This is an optimization exercise on Yosys and OpenROAD, whose aim is small area, not a production implementation.
The RTL was checked by simulation tests, not by an equivalence proof against the original design.
Power figures rest on the tool's default switching activity, not on a simulated workload.

`flow/config.mk`:
```
export PLATFORM = sky130hd
export DESIGN_NAME = WcaUpConverter
export DESIGN_NICKNAME = WcaUpConverter
export VERILOG_FILES = /design/flow/design.v
export SDC_FILE = /design/flow/constraint.sdc
export NUM_CORES = 4
export LEC_CHECK = 0
export CAP_MARGIN = 20
export CORE_MARGIN = 2
export CORE_UTILIZATION = 70
export CTS_CLUSTER_DIAMETER = 120
export CTS_CLUSTER_SIZE = 24
export SLEW_MARGIN = 20
```
`flow/constraint.sdc`:
```
create_clock -name core_clock -period 8.0 [get_ports {clock}]
set_input_delay 1.6000 -clock core_clock [delete_from_list [all_inputs] [get_ports {clock}]]
set_output_delay 1.6000 -clock core_clock [all_outputs]
set_load 0.01 [all_outputs]
```
`flow/design.v`:
```
module WcaCicInterp
(
	input  wire        clock,
	input  wire        reset,
	input  wire        strobe_cic,
	input  wire        strobe_if,
	input  wire [3:0]  log2_rate,
	input  wire [15:0] data_in,
	output wire [11:0] data_out
);
	reg [15:0] ncomb1;
	reg [16:0] pipe1, ncomb2;
	reg [17:0] pipe2, ncomb3;
	reg [18:0] pipe3;
	wire [16:0] d1;
	wire [17:0] d2;
	wire [18:0] d3;
	WcaAddInc #(17, 13) sub1 (.a({1'b0, data_in}), .b({1'b1, ncomb1}), .ci(1'b1), .s(d1));
	WcaAddInc #(18, 14) sub2 (.a({pipe1[16], pipe1}), .b({ncomb2[16], ncomb2}), .ci(1'b1), .s(d2));
	WcaAddInc #(19, 14) sub3 (.a({pipe2[17], pipe2}), .b({ncomb3[17], ncomb3}), .ci(1'b1), .s(d3));
	wire ldc = strobe_cic & ~reset;
	wire hdc = ~strobe_cic & ~reset;
	always @(posedge clock) begin
		ncomb1 <= ({16{ldc}} & ~data_in) | ({16{hdc}} & ncomb1) | {16{reset}};
		pipe1  <= ({17{ldc}} & d1)       | ({17{hdc}} & pipe1);
		ncomb2 <= ({17{ldc}} & ~pipe1)   | ({17{hdc}} & ncomb2) | {17{reset}};
		pipe2  <= ({18{ldc}} & d2)       | ({18{hdc}} & pipe2);
		ncomb3 <= ({18{ldc}} & ~pipe2)   | ({18{hdc}} & ncomb3) | {18{reset}};
		pipe3  <= ({19{ldc}} & d3)       | ({19{hdc}} & pipe3);
	end
	reg [12:0] i1_0, i2_0, i3_0;
	reg [12:0] i1_1, i2_1, i3_1;
	reg [13:0] i1_2, i2_2, i3_2;
	reg        k1_0, k2_0, k3_0, k1_1, k2_1, k3_1;
	reg [5:0]  p3d1;
	reg        p3d2;
	wire [12:0] s1_0, s2_0, s3_0, s1_1, s2_1, s3_1;
	wire [13:0] s1_2, s2_2, s3_2;
	wire        c1_0, c2_0, c3_0, c1_1, c2_1, c3_1;
	WcaRipple #(13) a1_0 (.a(i1_0), .b(pipe3[12:0]), .ci(1'b0), .s(s1_0), .co(c1_0));
	WcaRipple #(13) a2_0 (.a(i2_0), .b(i1_0), .ci(1'b0), .s(s2_0), .co(c2_0));
	WcaRipple #(13) a3_0 (.a(i3_0), .b(i2_0), .ci(1'b0), .s(s3_0), .co(c3_0));
	WcaRipple #(13) a1_1 (.a(i1_1), .b({{7{p3d1[5]}}, p3d1}), .ci(k1_0), .s(s1_1), .co(c1_1));
	WcaRipple #(13) a2_1 (.a(i2_1), .b(i1_1), .ci(k2_0), .s(s2_1), .co(c2_1));
	WcaRipple #(13) a3_1 (.a(i3_1), .b(i2_1), .ci(k3_0), .s(s3_1), .co(c3_1));
	WcaRipple #(14) a1_2 (.a(i1_2), .b({14{p3d2}}), .ci(k1_1), .s(s1_2), .co());
	WcaRipple #(14) a2_2 (.a(i2_2), .b(i1_2), .ci(k2_1), .s(s2_2), .co());
	WcaRipple #(14) a3_2 (.a(i3_2), .b(i2_2), .ci(k3_1), .s(s3_2), .co());
	wire ldi = strobe_if & ~reset;
	wire hdi = ~strobe_if & ~reset;
	always @(posedge clock) begin
		i1_0 <= ({13{ldi}} & s1_0) | ({13{hdi}} & i1_0);
		i2_0 <= ({13{ldi}} & s2_0) | ({13{hdi}} & i2_0);
		i3_0 <= ({13{ldi}} & s3_0) | ({13{hdi}} & i3_0);
		i1_1 <= ({13{ldi}} & s1_1) | ({13{hdi}} & i1_1);
		i2_1 <= ({13{ldi}} & s2_1) | ({13{hdi}} & i2_1);
		i3_1 <= ({13{ldi}} & s3_1) | ({13{hdi}} & i3_1);
		i1_2 <= ({14{ldi}} & s1_2) | ({14{hdi}} & i1_2);
		i2_2 <= ({14{ldi}} & s2_2) | ({14{hdi}} & i2_2);
		i3_2 <= ({14{ldi}} & s3_2) | ({14{hdi}} & i3_2);
		{k1_0, k2_0, k3_0, k1_1, k2_1, k3_1} <= ({6{ldi}} & {c1_0, c2_0, c3_0, c1_1, c2_1, c3_1})
		                                      | ({6{hdi}} & {k1_0, k2_0, k3_0, k1_1, k2_1, k3_1});
		p3d1 <= ({6{ldi}} & pipe3[18:13]) | ({6{hdi}} & p3d1);
		p3d2 <= (ldi & p3d1[5]) | (hdi & p3d2);
	end
	wire [39:0] lo = {14'd0, s3_1, i3_0};
	reg  [11:0] part;
	always @(*)
		case (log2_rate)
			4'h1: part = lo[18:7];
			4'h2: part = lo[21:10];
			4'h3: part = lo[24:13];
			4'h4: part = lo[27:16];
			4'h5: part = lo[30:19];
			4'h6: part = lo[33:22];
			4'h7: part = lo[36:25];
			4'h8: part = lo[39:28];
			default: part = lo[15:4];
		endcase
	reg [11:0] data_store;
	reg [3:0]  rate_d;
	reg        pend;
	wire [39:0] hi = {s3_2, 26'd0};
	reg  [11:0] hsel;
	reg  [11:0] hmask;
	always @(*)
		case (rate_d)
			4'h1: begin hsel = hi[18:7];  hmask = 12'h000; end
			4'h2: begin hsel = hi[21:10]; hmask = 12'h000; end
			4'h3: begin hsel = hi[24:13]; hmask = 12'h000; end
			4'h4: begin hsel = hi[27:16]; hmask = 12'hc00; end
			4'h5: begin hsel = hi[30:19]; hmask = 12'hf80; end
			4'h6: begin hsel = hi[33:22]; hmask = 12'hff0; end
			4'h7: begin hsel = hi[36:25]; hmask = 12'hffe; end
			4'h8: begin hsel = hi[39:28]; hmask = 12'hfff; end
			default: begin hsel = hi[15:4]; hmask = 12'h000; end
		endcase
	wire [11:0] done = pend ? ((data_store & ~hmask) | (hsel & hmask)) : data_store;
	always @(posedge clock) begin
		pend <= strobe_if & ~reset;
		if (strobe_if & ~reset) begin
			data_store <= part;
			rate_d     <= log2_rate;
		end else if (pend)
			data_store <= done;
	end
	assign data_out = done;
endmodule
module WcaRipple #(parameter W = 8)
(
	input  wire [W-1:0] a,
	input  wire [W-1:0] b,
	input  wire         ci,
	output wire [W-1:0] s,
	output wire         co
);
	wire [W:0] c;
	assign c[0] = ci;
	genvar k;
	generate for (k = 0; k < W; k = k + 1) begin : gb
		assign s[k]   = a[k] ^ b[k] ^ c[k];
		assign c[k+1] = (a[k] & b[k]) | (a[k] & c[k]) | (b[k] & c[k]);
	end endgenerate
	assign co = c[W];
endmodule
module WcaIncSeg #(parameter W = 8)
(
	input  wire [W-1:0] a,
	input  wire [W-1:0] b,
	input  wire         ci,
	output wire [W-1:0] s,
	output wire         co
);
	wire [W-1:0] s0;
	wire         c0;
	WcaRipple #(W) r (.a(a), .b(b), .ci(1'b0), .s(s0), .co(c0));
	wire [W:0] p;
	assign p[0] = 1'b1;
	genvar k;
	generate for (k = 0; k < W; k = k + 1) begin : gb
		assign s[k]   = s0[k] ^ (ci & p[k]);
		assign p[k+1] = p[k] & s0[k];
	end endgenerate
	assign co = c0 | (ci & p[W]);
endmodule
module WcaAddInc #(parameter W = 16, parameter L = 8)
(
	input  wire [W-1:0] a,
	input  wire [W-1:0] b,
	input  wire         ci,
	output wire [W-1:0] s
);
	wire c1;
	WcaRipple #(L)     g0 (.a(a[L-1:0]), .b(b[L-1:0]), .ci(ci), .s(s[L-1:0]), .co(c1));
	WcaIncSeg #(W - L) g1 (.a(a[W-1:L]), .b(b[W-1:L]), .ci(c1), .s(s[W-1:L]), .co());
endmodule
module WcaCordic12
(
	input  wire        clock,
	input  wire        reset,
	input  wire        strobe,
	input  wire [11:0] X0,
	input  wire [11:0] Y0,
	input  wire [10:0] A0,
	output wire [11:0] XN,
	output wire [11:0] YN
);
	reg [11:0] x1, x2, x3, x4, x5, x6, x7, x8, x9, x10, x11, x12;
	reg [11:0] y1, y2, y3, y4, y5, y6, y7, y8, y9, y10, y11, y12;
	reg [9:0] a1;
	reg [9:0] a2;
	reg [8:0] a3;
	reg [7:0] a4;
	reg [6:0] a5;
	reg [5:0] a6;
	reg [4:0] a7;
	reg [3:0] a8;
	reg [2:0] a9;
	reg [1:0] a10;
	reg       a11;
	wire d0 = A0[10], d1 = a1[9], d2 = a2[9], d3 = a3[8], d4 = a4[7], d5 = a5[6];
	wire d6 = a6[5], d7 = a7[4], d8 = a8[3], d9 = a9[2], d10 = a10[1], d11 = a11;
	wire [11:0] nx1, ny1;
	WcaRipple #(12) ax1 (.a(X0), .b(Y0 ^ {12{~d0}}), .ci(~d0), .s(nx1), .co());
	WcaRipple #(12) ay1 (.a(Y0), .b(X0 ^ {12{d0}}), .ci(d0), .s(ny1), .co());
	wire [11:0] nx2, ny2;
	WcaRipple #(12) ax2 (.a(x1), .b({{1{y1[11]}}, y1[11:1]} ^ {12{~d1}}), .ci(~d1), .s(nx2), .co());
	WcaRipple #(12) ay2 (.a(y1), .b({{1{x1[11]}}, x1[11:1]} ^ {12{d1}}), .ci(d1), .s(ny2), .co());
	wire [11:0] nx3, ny3;
	WcaRipple #(12) ax3 (.a(x2), .b({{2{y2[11]}}, y2[11:2]} ^ {12{~d2}}), .ci(~d2), .s(nx3), .co());
	WcaRipple #(12) ay3 (.a(y2), .b({{2{x2[11]}}, x2[11:2]} ^ {12{d2}}), .ci(d2), .s(ny3), .co());
	wire [11:0] nx4, ny4;
	WcaRipple #(12) ax4 (.a(x3), .b({{3{y3[11]}}, y3[11:3]} ^ {12{~d3}}), .ci(~d3), .s(nx4), .co());
	WcaRipple #(12) ay4 (.a(y3), .b({{3{x3[11]}}, x3[11:3]} ^ {12{d3}}), .ci(d3), .s(ny4), .co());
	wire [11:0] nx5, ny5;
	WcaRipple #(12) ax5 (.a(x4), .b({{4{y4[11]}}, y4[11:4]} ^ {12{~d4}}), .ci(~d4), .s(nx5), .co());
	WcaRipple #(12) ay5 (.a(y4), .b({{4{x4[11]}}, x4[11:4]} ^ {12{d4}}), .ci(d4), .s(ny5), .co());
	wire [11:0] nx6, ny6;
	WcaRipple #(12) ax6 (.a(x5), .b({{5{y5[11]}}, y5[11:5]} ^ {12{~d5}}), .ci(~d5), .s(nx6), .co());
	WcaRipple #(12) ay6 (.a(y5), .b({{5{x5[11]}}, x5[11:5]} ^ {12{d5}}), .ci(d5), .s(ny6), .co());
	wire [11:0] nx7, ny7;
	WcaRipple #(12) ax7 (.a(x6), .b({{6{y6[11]}}, y6[11:6]} ^ {12{~d6}}), .ci(~d6), .s(nx7), .co());
	WcaRipple #(12) ay7 (.a(y6), .b({{6{x6[11]}}, x6[11:6]} ^ {12{d6}}), .ci(d6), .s(ny7), .co());
	wire [11:0] nx8, ny8;
	WcaRipple #(12) ax8 (.a(x7), .b({{7{y7[11]}}, y7[11:7]} ^ {12{~d7}}), .ci(~d7), .s(nx8), .co());
	WcaRipple #(12) ay8 (.a(y7), .b({{7{x7[11]}}, x7[11:7]} ^ {12{d7}}), .ci(d7), .s(ny8), .co());
	wire [11:0] nx9, ny9;
	WcaRipple #(12) ax9 (.a(x8), .b({{8{y8[11]}}, y8[11:8]} ^ {12{~d8}}), .ci(~d8), .s(nx9), .co());
	WcaRipple #(12) ay9 (.a(y8), .b({{8{x8[11]}}, x8[11:8]} ^ {12{d8}}), .ci(d8), .s(ny9), .co());
	wire [11:0] nx10, ny10;
	WcaRipple #(12) ax10 (.a(x9), .b({{9{y9[11]}}, y9[11:9]} ^ {12{~d9}}), .ci(~d9), .s(nx10), .co());
	WcaRipple #(12) ay10 (.a(y9), .b({{9{x9[11]}}, x9[11:9]} ^ {12{d9}}), .ci(d9), .s(ny10), .co());
	wire [11:0] nx11, ny11;
	WcaRipple #(12) ax11 (.a(x10), .b({{10{y10[11]}}, y10[11:10]} ^ {12{~d10}}), .ci(~d10), .s(nx11), .co());
	WcaRipple #(12) ay11 (.a(y10), .b({{10{x10[11]}}, x10[11:10]} ^ {12{d10}}), .ci(d10), .s(ny11), .co());
	wire [11:0] nx12, ny12;
	WcaRipple #(12) ax12 (.a(x11), .b({{11{y11[11]}}, y11[11:11]} ^ {12{~d11}}), .ci(~d11), .s(nx12), .co());
	WcaRipple #(12) ay12 (.a(y11), .b({{11{x11[11]}}, x11[11:11]} ^ {12{d11}}), .ci(d11), .s(ny12), .co());
	wire ld = strobe & ~reset;
	wire hd = ~strobe & ~reset;
	always @(posedge clock) begin
		x1 <= ({12{ld}} & nx1) | ({12{hd}} & x1);
		y1 <= ({12{ld}} & ny1) | ({12{hd}} & y1);
		x2 <= ({12{ld}} & nx2) | ({12{hd}} & x2);
		y2 <= ({12{ld}} & ny2) | ({12{hd}} & y2);
		x3 <= ({12{ld}} & nx3) | ({12{hd}} & x3);
		y3 <= ({12{ld}} & ny3) | ({12{hd}} & y3);
		x4 <= ({12{ld}} & nx4) | ({12{hd}} & x4);
		y4 <= ({12{ld}} & ny4) | ({12{hd}} & y4);
		x5 <= ({12{ld}} & nx5) | ({12{hd}} & x5);
		y5 <= ({12{ld}} & ny5) | ({12{hd}} & y5);
		x6 <= ({12{ld}} & nx6) | ({12{hd}} & x6);
		y6 <= ({12{ld}} & ny6) | ({12{hd}} & y6);
		x7 <= ({12{ld}} & nx7) | ({12{hd}} & x7);
		y7 <= ({12{ld}} & ny7) | ({12{hd}} & y7);
		x8 <= ({12{ld}} & nx8) | ({12{hd}} & x8);
		y8 <= ({12{ld}} & ny8) | ({12{hd}} & y8);
		x9 <= ({12{ld}} & nx9) | ({12{hd}} & x9);
		y9 <= ({12{ld}} & ny9) | ({12{hd}} & y9);
		x10 <= ({12{ld}} & nx10) | ({12{hd}} & x10);
		y10 <= ({12{ld}} & ny10) | ({12{hd}} & y10);
		x11 <= ({12{ld}} & nx11) | ({12{hd}} & x11);
		y11 <= ({12{ld}} & ny11) | ({12{hd}} & y11);
		x12 <= ({12{ld}} & nx12) | ({12{hd}} & x12);
		y12 <= ({12{ld}} & ny12) | ({12{hd}} & y12);
		a1 <= ({10{ld}} & (d0  ? A0[9:0] + 10'h200 : A0[9:0] - 10'h200)) | ({10{hd}} & a1);
		a2 <= ({10{ld}} & (d1  ? a1 + 10'h12e : a1 - 10'h12e)) | ({10{hd}} & a2);
		a3 <= ({9{ld}} & (d2  ? a2[8:0] + 9'h0a0 : a2[8:0] - 9'h0a0)) | ({9{hd}} & a3);
		a4 <= ({8{ld}} & (d3  ? a3[7:0] + 8'h51 : a3[7:0] - 8'h51)) | ({8{hd}} & a4);
		a5 <= ({7{ld}} & (d4  ? a4[6:0] + 7'h29 : a4[6:0] - 7'h29)) | ({7{hd}} & a5);
		a6 <= ({6{ld}} & (d5  ? a5[5:0] + 6'h14 : a5[5:0] - 6'h14)) | ({6{hd}} & a6);
		a7 <= ({5{ld}} & (d6  ? a6[4:0] + 5'h0a : a6[4:0] - 5'h0a)) | ({5{hd}} & a7);
		a8 <= ({4{ld}} & (d7  ? a7[3:0] + 4'h5 : a7[3:0] - 4'h5)) | ({4{hd}} & a8);
		a9 <= ({3{ld}} & (d8  ? a8[2:0] + 3'h3 : a8[2:0] - 3'h3)) | ({3{hd}} & a9);
		a10 <= ({2{ld}} & (d9  ? a9[1:0] + 2'h1 : a9[1:0] - 2'h1)) | ({2{hd}} & a10);
		a11 <= (ld & (d10 ? a10[0] ^ 1'b1 : a10[0] ^ 1'b1)) | (hd & a11);
	end
	assign XN = x12;
	assign YN = y12;
endmodule
module WcaUpConverter
(
	input              clock,
	input              reset,
	input              enable,
	input  wire [7:0]  cfg,
	input  wire        strobe_cic,
	input  wire [31:0] phase_cordic,
	input  wire [3:0]  log2_rate,
	input  wire        strobe_if,
	input  wire [31:0] iq_bb_in,
	output reg  [23:0] iq_if_out
);
	wire aclr     = cfg[1];
	wire rst_cic  = reset | aclr | ~enable;
	wire rst_cor  = reset | aclr;
	wire [11:0] icic_out, qcic_out;
	WcaCicInterp cic_i (.clock(clock), .reset(rst_cic), .strobe_cic(strobe_cic), .strobe_if(strobe_if),
		.log2_rate(log2_rate), .data_in(iq_bb_in[15:0]), .data_out(icic_out));
	WcaCicInterp cic_q (.clock(clock), .reset(rst_cic), .strobe_cic(strobe_cic), .strobe_if(strobe_if),
		.log2_rate(log2_rate), .data_in(iq_bb_in[31:16]), .data_out(qcic_out));
	reg [11:0] icic_latch, qcic_latch;
	always @(posedge clock)
		if (strobe_if) begin
			icic_latch <= icic_out;
			qcic_latch <= qcic_out;
		end
	wire [11:0] icor_in = cfg[3] ? iq_bb_in[15:4]  : icic_latch;
	wire [11:0] qcor_in = cfg[3] ? iq_bb_in[31:20] : qcic_latch;
	reg [11:0] X0, Y0;
	reg [10:0] A0;
	always @(posedge clock)
		if (strobe_if) begin
			case (phase_cordic[31:30])
				2'b01:   begin X0 <= -qcor_in; Y0 <= icor_in;  end
				2'b10:   begin X0 <= qcor_in;  Y0 <= -icor_in; end
				default: begin X0 <= icor_in;  Y0 <= qcor_in;  end
			endcase
			A0 <= {phase_cordic[31], phase_cordic[29:20]};
		end
	wire [11:0] xn, yn;
	WcaCordic12 cordic (.clock(clock), .reset(rst_cor), .strobe(strobe_if),
		.X0(X0), .Y0(Y0), .A0(A0), .XN(xn), .YN(yn));
	always @(posedge clock)
		if (strobe_if)
			iq_if_out <= cfg[2] ? {qcor_in, icor_in} : {yn, xn};
endmodule
```
`flow/flow/run.sh`:
```
#!/bin/bash
# Layout flow: the standard layout (standard.sh) with these changes:
# - synthesis: yosys 'synth' runs with -noabc, so its generic ABC pass does
#   not restructure the explicitly written ripple-carry adders before
#   extract_fa maps them to full-adder cells; and the final ABC mapping uses
#   flow/abc.script (area-oriented mapping, &nf -a) instead of ORFS's speed
#   script. Registers, their names and cell types are those of the standard
#   synthesis; only the combinational mapping differs.
# - every input and output port is still buffered, with the smallest buffer
#   (buf_1) instead of the cell buffer_ports picks by default
#   (clkdlybuf4s50_1); the resizer still upsizes or adds buffers where
#   timing, slew or fanout need it.
# Each tool's output is logged here (make.log) and by ORFS under orfs/logs/.
set -euo pipefail
here=$(pwd)
flowdir=$(cd "$(dirname "${BASH_SOURCE[0]}")" && pwd)
std_first='proc synth {args} { yosys synth -nofsm -noshare {*}$args }'
if [[ "$(head -1 synth_recipe.tcl)" != "$std_first" ]]; then
  echo "unexpected first line in synth_recipe.tcl" >&2
  exit 1
fi
cp "$flowdir/abc.script" "$here/abc_custom.script"
{
  echo 'proc synth {args} { yosys synth -nofsm -noshare -noabc {*}$args }'
  echo "proc abc {args} { set i [lsearch -exact \$args -script]; if {\$i >= 0} { lset args [expr {\$i+1}] $here/abc_custom.script }; yosys abc {*}\$args }"
  tail -n +2 synth_recipe.tcl
} > "$here/synth_recipe_custom.tcl"
sed "s#SYNTH_SCRIPT=[^ ]*#SYNTH_SCRIPT=$here/synth_recipe_custom.tcl#" standard.sh > "$here/standard_custom.sh"
grep -q "SYNTH_SCRIPT=$here/synth_recipe_custom.tcl" "$here/standard_custom.sh"
BUFFER_PORTS_ARGS="-buffer_cell sky130_fd_sc_hd__buf_1" bash "$here/standard_custom.sh" > "$here/make.log" 2>&1
```
`flow/flow/abc.script`:
```
&get -n
&st
&dch
&nf -a
&st
&dc2
&dch
&nf -a
&put
topo
stime -c
buffer -c
upsize -c
dnsize -c
```
`flow/standard.sh`:
```
#!/bin/bash
# synth_recipe.tcl (not shown) runs the flow's synth.tcl, then flattens the netlist and writes it again
# the make line also repeats each setting of config.mk as NAME=value (left out here)
make -C /OpenROAD-flow-scripts/flow DESIGN_CONFIG=/design/flow/config.mk WORK_HOME=/design/flow/orfs CLKGATE_MAP_FILE= SYNTH_SCRIPT=/design/flow/synth_recipe.tcl "${@:-finish}"
```
==> results of run 1 <==
-- final timing paths --
check | start | endpoint | cells after the start
setup / recovery | cic_q.pipe2[0] | cic_q.pipe3[14] | 18
setup reg to reg | cic_q.pipe2[0] | cic_q.pipe3[14] | 18
hold / removal | cordic.a2[4] | cordic.a2[4] | 2
hold reg to reg | cordic.a2[4] | cordic.a2[4] | 2
-- cells in the final DEF (no fill, tap or decap), types with 7 or more instances in the layout --
cell type,instances
xor2_1,79
clkbuf_1,15
mux2_2,15
and2_1,7
a21o_1,28
a22oi_1,43
o21ai_0,127
edfxtp_1,111
a222oi_1,25
a22o_1,632
clkbuf_16,45
nor2_1,182
o22ai_1,10
nand4_1,11
a21oi_1,216
ha_1,78
nand2_1,211
dfxtp_1,830
xnor2_1,90
buf_4,35
a31oi_1,27
inv_1,112
fa_1,590
a221oi_1,13
nand3_1,12
mux2i_1,12
buf_1,76
-- where the power goes --
| group | internal [mW] | switching, mW |
|---|---|---|
| combinational | 0.605 | 0.784 |
| sequential | 4.95 | 0.187 |
| clock | 1.05 | 1.50 |
| total | 6.60 | 2.47 |
-- kinds of logic (layout without fill, tap and decap cells) --
| family | count (synthesis) | count (layout) | synth area share [%] |
|---|---|---|---|
| xor+xnor | 172 | 172 | 3.23 |
| flops | 941 | 941 | 42.8 |
| buf+inv | 355 | 298 | 2.94 |
| compound gates | 1150 | 1150 | 18.5 |
| fa+ha+maj | 668 | 668 | 27.4 |
| simple gates | 466 | 466 | 4.16 |
| mux | 36 | 36 | 0.961 |
-- per-stage QoR --
stage               instance area, µm²  setup WS [ns]
floorplan                        46600          0.556
global placement                 47500          0.341
detailed placement               47500          0.249
CTS                              48700          0.671
global route                     48800          0.368
finish                           48800          0.709
-- flip-flops by register name, summed over array words and instances, names as in the netlist, 17 cells and up --
register      flops
cic_i.pipe2      18
cic_i.pipe3      19
cic_q.ncomb2     17
cic_q.ncomb3     18
cic_q.pipe3      19
cic_q.pipe2      18
cic_q.pipe1      17
cic_i.pipe1      17
cic_i.ncomb2     17
iq_if_out        24
cic_i.ncomb3     18
-- area by class of cell --
type | count | area [µm²] | share of cell area (%)
clock buffers | 60 | 1180 | 2.42
clock inverters | 3 | 37.5 | 0.0770
inverters | 114 | 435 | 0.893
multi-input cells | 2492 | 25400 | 52.1
flip-flops and latches | 941 | 19900 | 40.9
well taps | 864 | 1080 | 2.22
repair buffers | 121 | 692 | 1.42
-- critical path, delay by kind of cell (launching register included) --
family / cells / cell delay (ns)
flops: 1 / 0.32
compound gates: 1 / 0.21
fa+ha+maj: 15 / 6.53
buf+inv: 2 / 0.12
-- layer usage --
metal	share of wire (%)	wire length [µm]	track usage (%)
met5	0.044	45	0
met4	3.9	4020	11.3
met2	51	52500	53.2
met1	40	41400	41.1
met3	4.9	5050	3.31
==> out/metrics.cfg, run 1 <==
[run_status]
status=timing/DRC/antenna clean

[logic_synthesis]
synth-edff-count=111
ys_top_cells_by_count=830 x dfxtp_1, 632 x a22o_1, 590 x fa_1
ys_top_cells_by_area=dfxtp_1 36%, fa_1 25%, a22o_1 12%, edfxtp_1 7.1%, a21oi_1 2.3%
synthCells=3788
synth_top_area_cell=dfxtp_1
netlist_area_um2=46600
yosysWarnings=3
synth-main-ff-cell=dfxtp_1
synthMostInstantiatedCell=dfxtp_1
synthArstFlopShare_pct=0
synth_nets=4537
ys_ff_latch=941
avgSynthCellArea_um2=12.3
synth_top_area_share_pct=35.6
synthDistinctLibCells=61
seq_area_frac_synth_pct=42.8

[clocking]
htree_levels=2
ctsRootBufferMaster=clkbuf_16
cts-hold-fix-buffers=0
cts.sinks=941
cts-buffers-inserted=45
path_clk_slew_ns=0.09
cts_setup_buffers=0
cts_buffer_depth=3
cts_tree=done
cts_resized=0
clk_latency_ns=0.63

[critical_path]
arrival_ns=7.80
slowest_stage=fa_1
cp.required_ns=8.51
max_stage_delay_ns=0.48
cpMostUsedCell=fa_1
path_cells=inv_1 > ha_1 > inv_1 > fa_1 > fa_1 > fa_1 > fa_1 > fa_1 > fa_1 > fa_1 > fa_1 > fa_1 > fa_1 > fa_1 > fa_1 > fa_1 > ha_1 > a22o_1
end_kind=flop
critical_path_class=flop to flop
critPathLaunchType=flop
crit_fanout=3
reg2reg_slack_ns=0.71

[power]
power.density_nw_per_um2=186
p_leak_nw=20.1
p_total_mw=9.07
ir_drop_mv=0.202

[floorplanning]
rows=94
ios=105
die_h_um=262
core-area_um2=65900
dieArea_um2=68700
fp.dieW_um=262
start_util_pct=70.8

[sta]
finalSetupViolCount=0
tns_ns=0
grt_setup_unrepaired=no
fin_crit_ns=7.29
fmax_mhz=137
relSlewSlack_pct=26.3
hold_ws_ns=0.445
worst_pin_slew_ns=1.10
hold_viol=0
period_share_pct=91.1
final_max_slew_viol_count=0
clock_skew_ns=0.0349

[job]
max-cap-violations=0

[global_route]
grt_max_degree=195
overflow=0
antenna_found_initial=3
grt_pass1_vias=30700
grt_pass1_wl_mm=167
grtUsageTotal_pct=31.0

[place]
port_buffers=79
dp_hpwl_mm=74.2
routabilityCongestion=0.879
placed_cells=4529

[routing]
drc_errors=0
finalWirelength_mm=103
viasPerCell=6.38
drt_iter0_markers=2517
firstDrtPassIters=10
drt-wirelength-per-cell_um=22.4
ant_nets=0
vias=29300

[final_layout]
nFillCells=4427
drive_above_1_share_pct=3.91
fin_util_pct=74.1
area_growth_pct=4.59
finalNonFillerCells=4595
diodes=0
fin_nets=4464

[min_path]
hold_path.class=flop to flop

==> run 2, diff against run 1 <==
--- a/flow/design.v
+++ b/flow/design.v
@@ -29,40 +29,41 @@
 		pipe3  <= ({19{ldc}} & d3)       | ({19{hdc}} & pipe3);
 	end
-	reg [12:0] i1_0, i2_0, i3_0;
+	reg [14:0] i1_0, i2_0, i3_0;
 	reg [12:0] i1_1, i2_1, i3_1;
-	reg [13:0] i1_2, i2_2, i3_2;
+	reg [11:0] i1_2, i2_2, i3_2;
 	reg        k1_0, k2_0, k3_0, k1_1, k2_1, k3_1;
-	reg [5:0]  p3d1;
+	reg [3:0]  p3d1;
 	reg        p3d2;
-	wire [12:0] s1_0, s2_0, s3_0, s1_1, s2_1, s3_1;
-	wire [13:0] s1_2, s2_2, s3_2;
+	wire [14:0] s1_0, s2_0, s3_0;
+	wire [12:0] s1_1, s2_1, s3_1;
+	wire [11:0] s1_2, s2_2, s3_2;
 	wire        c1_0, c2_0, c3_0, c1_1, c2_1, c3_1;
-	WcaRipple #(13) a1_0 (.a(i1_0), .b(pipe3[12:0]), .ci(1'b0), .s(s1_0), .co(c1_0));
-	WcaRipple #(13) a2_0 (.a(i2_0), .b(i1_0), .ci(1'b0), .s(s2_0), .co(c2_0));
-	WcaRipple #(13) a3_0 (.a(i3_0), .b(i2_0), .ci(1'b0), .s(s3_0), .co(c3_0));
-	WcaRipple #(13) a1_1 (.a(i1_1), .b({{7{p3d1[5]}}, p3d1}), .ci(k1_0), .s(s1_1), .co(c1_1));
+	WcaRipple #(15) a1_0 (.a(i1_0), .b(pipe3[14:0]), .ci(1'b0), .s(s1_0), .co(c1_0));
+	WcaRipple #(15) a2_0 (.a(i2_0), .b(i1_0), .ci(1'b0), .s(s2_0), .co(c2_0));
+	WcaRipple #(15) a3_0 (.a(i3_0), .b(i2_0), .ci(1'b0), .s(s3_0), .co(c3_0));
+	WcaRipple #(13) a1_1 (.a(i1_1), .b({{9{p3d1[3]}}, p3d1}), .ci(k1_0), .s(s1_1), .co(c1_1));
 	WcaRipple #(13) a2_1 (.a(i2_1), .b(i1_1), .ci(k2_0), .s(s2_1), .co(c2_1));
 	WcaRipple #(13) a3_1 (.a(i3_1), .b(i2_1), .ci(k3_0), .s(s3_1), .co(c3_1));
-	WcaRipple #(14) a1_2 (.a(i1_2), .b({14{p3d2}}), .ci(k1_1), .s(s1_2), .co());
-	WcaRipple #(14) a2_2 (.a(i2_2), .b(i1_2), .ci(k2_1), .s(s2_2), .co());
-	WcaRipple #(14) a3_2 (.a(i3_2), .b(i2_2), .ci(k3_1), .s(s3_2), .co());
+	WcaRipple #(12) a1_2 (.a(i1_2), .b({12{p3d2}}), .ci(k1_1), .s(s1_2), .co());
+	WcaRipple #(12) a2_2 (.a(i2_2), .b(i1_2), .ci(k2_1), .s(s2_2), .co());
+	WcaRipple #(12) a3_2 (.a(i3_2), .b(i2_2), .ci(k3_1), .s(s3_2), .co());
 	wire ldi = strobe_if & ~reset;
 	wire hdi = ~strobe_if & ~reset;
 	always @(posedge clock) begin
-		i1_0 <= ({13{ldi}} & s1_0) | ({13{hdi}} & i1_0);
-		i2_0 <= ({13{ldi}} & s2_0) | ({13{hdi}} & i2_0);
-		i3_0 <= ({13{ldi}} & s3_0) | ({13{hdi}} & i3_0);
+		i1_0 <= ({15{ldi}} & s1_0) | ({15{hdi}} & i1_0);
+		i2_0 <= ({15{ldi}} & s2_0) | ({15{hdi}} & i2_0);
+		i3_0 <= ({15{ldi}} & s3_0) | ({15{hdi}} & i3_0);
 		i1_1 <= ({13{ldi}} & s1_1) | ({13{hdi}} & i1_1);
 		i2_1 <= ({13{ldi}} & s2_1) | ({13{hdi}} & i2_1);
 		i3_1 <= ({13{ldi}} & s3_1) | ({13{hdi}} & i3_1);
-		i1_2 <= ({14{ldi}} & s1_2) | ({14{hdi}} & i1_2);
-		i2_2 <= ({14{ldi}} & s2_2) | ({14{hdi}} & i2_2);
-		i3_2 <= ({14{ldi}} & s3_2) | ({14{hdi}} & i3_2);
+		i1_2 <= ({12{ldi}} & s1_2) | ({12{hdi}} & i1_2);
+		i2_2 <= ({12{ldi}} & s2_2) | ({12{hdi}} & i2_2);
+		i3_2 <= ({12{ldi}} & s3_2) | ({12{hdi}} & i3_2);
 		{k1_0, k2_0, k3_0, k1_1, k2_1, k3_1} <= ({6{ldi}} & {c1_0, c2_0, c3_0, c1_1, c2_1, c3_1})
 		                                      | ({6{hdi}} & {k1_0, k2_0, k3_0, k1_1, k2_1, k3_1});
-		p3d1 <= ({6{ldi}} & pipe3[18:13]) | ({6{hdi}} & p3d1);
-		p3d2 <= (ldi & p3d1[5]) | (hdi & p3d2);
+		p3d1 <= ({4{ldi}} & pipe3[18:15]) | ({4{hdi}} & p3d1);
+		p3d2 <= (ldi & p3d1[3]) | (hdi & p3d2);
 	end
-	wire [39:0] lo = {14'd0, s3_1, i3_0};
+	wire [39:0] lo = {12'd0, s3_1, i3_0};
 	reg  [11:0] part;
 	always @(*)
@@ -81,5 +82,5 @@
 	reg [3:0]  rate_d;
 	reg        pend;
-	wire [39:0] hi = {s3_2, 26'd0};
+	wire [39:0] hi = {s3_2, 28'd0};
 	reg  [11:0] hsel;
 	reg  [11:0] hmask;
@@ -89,8 +90,8 @@
 			4'h2: begin hsel = hi[21:10]; hmask = 12'h000; end
 			4'h3: begin hsel = hi[24:13]; hmask = 12'h000; end
-			4'h4: begin hsel = hi[27:16]; hmask = 12'hc00; end
-			4'h5: begin hsel = hi[30:19]; hmask = 12'hf80; end
-			4'h6: begin hsel = hi[33:22]; hmask = 12'hff0; end
-			4'h7: begin hsel = hi[36:25]; hmask = 12'hffe; end
+			4'h4: begin hsel = hi[27:16]; hmask = 12'h000; end
+			4'h5: begin hsel = hi[30:19]; hmask = 12'he00; end
+			4'h6: begin hsel = hi[33:22]; hmask = 12'hfc0; end
+			4'h7: begin hsel = hi[36:25]; hmask = 12'hff8; end
 			4'h8: begin hsel = hi[39:28]; hmask = 12'hfff; end
 			default: begin hsel = hi[15:4]; hmask = 12'h000; end
==> out/metrics.cfg, run 2 <==
[logic_synthesis]
synthMostInstantiatedCell=dfxtp_1
yosysWarnings=3  ; unchanged
synth-main-ff-cell=dfxtp_1
synthDistinctLibCells=60  ; -1.6%
seq_area_frac_synth_pct=42.8  ; about the same
ys_top_cells_by_count=826 x dfxtp_1, 628 x a22o_1, 590 x fa_1
avgSynthCellArea_um2=12.4  ; +0.33%
synth_top_area_share_pct=35.6  ; -0.036 points
ys_top_cells_by_area=dfxtp_1 36%, fa_1 25%, a22o_1 12%, edfxtp_1 7.2%, a21oi_1 2.4%
ys_ff_latch=937  ; -0.43%
synthCells=3761  ; -0.71%
synthArstFlopShare_pct=0  ; unchanged
synth_nets=4510  ; -0.60%
netlist_area_um2=46500  ; -0.38%
synth-edff-count=111  ; unchanged
synth_top_area_cell=dfxtp_1

[critical_path]
reg2reg_slack_ns=0.73  ; +0.02 ns
crit_fanout=3  ; unchanged
slowest_stage=fa_1
reg2regPathDepth=18  ; unchanged
cpMostUsedCell=fa_1
cp.required_ns=8.53  ; +0.02 ns
critical_path_class=flop to flop
regToRegEndpoint=cic_i.pipe3[14]
path_depth=18  ; unchanged
path_cells=inv_1 > ha_1 > inv_1 > fa_1 > fa_1 > fa_1 > fa_1 > fa_1 > fa_1 > fa_1 > fa_1 > fa_1 > fa_1 > fa_1 > fa_1 > fa_1 > ha_1 > a22o_1
arrival_ns=7.80  ; about the same
critPathLaunchType=flop
max_stage_delay_ns=0.51  ; +0.03 ns
path_delay_family=adder cells
end_kind=flop
r2r_start=cic_i.pipe2[0]
path_buf_inv=2  ; unchanged

[routing]
drc_errors=0  ; unchanged
ant_nets=0  ; unchanged
drt_iter0_markers=3011  ; +20%
finalWirelength_mm=100  ; -2.9%
vias=29100  ; -0.55%
drt-wirelength-per-cell_um=21.9  ; -2.4%
firstDrtPassIters=8  ; -2
viasPerCell=6.37  ; about the same

[final_layout]
final_common_cell=dfxtp_1
fin_nets=4438  ; -0.58%
largest-register=iq_if_out
drive_above_1_share_pct=3.88  ; -0.029 points
final_cell_mix=826 x dfxtp_1, 628 x a22o_1, 590 x fa_1
top_regs=iq_if_out (24), cic_i.pipe3 (19), cic_q.pipe3 (19)
finalNonFillerCells=4573  ; -0.48%
area_growth_pct=4.79
largest_register_ffs=24  ; unchanged

[min_path]
min_path_cells=1  ; -1
min_from=A0[9]
hold_path.class=flop to flop
worstHoldEndpoint=cordic.a1[9]

[global_route]
grt_pass1_wl_mm=161  ; -3.4%
grt_pass1_vias=30100  ; -2.2%
grtUsageTotal_pct=30.0  ; -0.96 points
grt_max_degree=227  ; +16%
antenna_found_initial=4  ; +1
overflow=0  ; unchanged

[power]
p_seq_share_pct=56.0  ; -0.6 points
intPower_mw=6.63  ; +0.43%
switching_share_pct=27.2  ; about the same
power.density_nw_per_um2=187  ; +0.64%
p_leak_nw=20.1  ; -0.15%
p_switching_mw=2.48  ; +0.47%
power_frac_clock_pct=28.5  ; +0.4 points
ir_drop_mv=0.201  ; -0.44%
p_total_mw=9.11  ; +0.45%
comb_power_share_pct=15.5  ; +0.2 points

[sta]
fin_crit_ns=7.27  ; -0.0202 ns
hold_viol=0  ; unchanged
final_max_slew_viol_count=0  ; unchanged
worst_pin_slew_ns=1.13  ; +0.0239 ns
period_share_pct=90.9  ; -0.25 points
fmax_mhz=138  ; +0.28%
finalSetupViolCount=0  ; unchanged
grt_setup_unrepaired=no
tns_ns=0  ; unchanged
relSlewSlack_pct=25.0  ; -1.3 points
clock_skew_ns=0.0266  ; -0.00830 ns
fin_ws_ns=0.729  ; +0.0202 ns

[floorplanning]
dieArea_um2=68400  ; -0.38%
start_util_pct=70.7  ; -0.14 points
ios=105  ; unchanged
core-area_um2=65700  ; -0.18%
rows=94  ; unchanged
fp.dieW_um=262  ; -0.19%
die_h_um=262  ; -0.19%

[clocking]
cts-hold-fix-buffers=0  ; unchanged
path_clk_slew_ns=0.09  ; about the same
cts_buffer_depth=3  ; unchanged
clk_latency_ns=0.63  ; about the same
cts_resized=0  ; unchanged
cts-buffers-inserted=45  ; unchanged
htree_levels=2  ; unchanged
cts.sinks=937  ; -0.43%
ctsRootBufferMaster=clkbuf_16
cts_tree=done
cts_setup_buffers=0  ; unchanged

[place]
dp_hpwl_mm=72.0  ; -3.0%
placed_cells=4503  ; -0.57%
port_buffers=79  ; unchanged
routabilityCongestion=0.939  ; +6.9%
dp_slack_ns=0.154  ; -0.0951 ns

[job]
max-cap-violations=0  ; unchanged

[run_status]
status=timing/DRC/antenna clean

run 2: through the flow:
| step | util (%) | cell area [µm²] | hold WS (ns) |
|---|---|---|---|
| after floorplan | - | 46500 | 0.412 |
| after global placement | 72.0 | 47300 | 0.427 |
| after detailed placement | 72.0 | 47300 | 0.435 |
| after CTS | 73.9 | 48600 | 0.450 |
| after global routing | 74.0 | 48700 | 0.470 |
| final | 74.0 | 48700 | 0.448 |
run 2: kinds of logic after synthesis:
logic type                 synth area share (%)
AOI/OAI and AO/OA                          18.5
DFF                                        42.8
adders and majority gates                  27.5
and+or+nand+nor                            4.00
buffers and inverters                      2.91
xor gates and xnor gates                   3.32
muxes                                      1.03
run 2: worst max-delay path by stage:
| stage | slack (ns) | endpoint | start |
|---|---|---|---|
| after floorplan | 0.56 | cic_i.pipe1[13] | iq_bb_in[0] |
| after global placement | 0.20 | cic_i.pipe1[13] | iq_bb_in[0] |
| after detailed placement | 0.15 | cic_q.pipe1[13] | iq_bb_in[16] |
| after CTS | 0.68 | cic_i.pipe3[14] | cic_i.pipe2[0] |
| after global routing | 0.39 | cic_i.pipe3[18] | cic_i.pipe2[0] |
| final | 0.73 | cic_i.pipe3[14] | cic_i.pipe2[0] |
run 2: final cells by class:
cell class                      count  area, µm²
Antenna cell                        2       5.00
Clock buffer                       63       1240
Clock inverter                      2       38.8
Fill cell                        4389      17100
Inverter                          114        435
Multi-Input combinational cell   2469      25300
Sequential cell                   937      19900
Tap cell                          864       1080
Timing Repair Buffer              122        706
run 2: power groups by stage:
stage	registers (mW)	logic (mW)	clock network (mW)
floorplan	5.16	0.958	0
global placement	5.21	1.34	0
detailed placement	5.22	1.40	0
CTS	5.11	1.41	2.63
global route	5.13	1.58	2.79
finish	5.11	1.41	2.59
run 2: per-layer routing:
layer	share of wire (%)	global-route usage (%)
met5	0.033	0
met4	4.5	12.6
met3	4.6	3.22
met2	51	51.6
met1	40	39.2

what the ideal ports hide:
How much do the figures lean on ideal ports? The routed layouts below were timed once more, with nothing changed but the port constraints.
Step 1 (the two cells are an assumption about what drives the block):
set clk [get_ports {clock}]
set_driving_cell -lib_cell sky130_fd_sc_hd__clkbuf_16 $clk
set_driving_cell -lib_cell sky130_fd_sc_hd__buf_2 [delete_from_list [all_inputs] $clk]
Step 2 times the ports against the registers' clock, not the clock port: input delays grow and output delays shrink by t, the midpoint of the rising clock arrivals with the driver on.
Three values: no drivers, after step 1, after step 2; two values: the first two.
| run | t (ns) | slack for setup (ns) | hold slack, ns | latest minus earliest clock arrival (ns) |
|---|---|---|---|---|
| run 1 | 0.680 | 0.709 / 0.709 / 0.235 | 0.445 / 0.445 / 0.445 | 0.040 / 0.040 |
| run 2 | 0.681 | 0.729 / 0.729 / 0.163 | 0.448 / 0.448 / 0.448 | 0.029 / 0.029 |
After both steps every run listed still meets setup and hold. The setup slack of run 2, which loses most, moves by 0.000 ns with the drivers and by -0.566 ns with both steps.
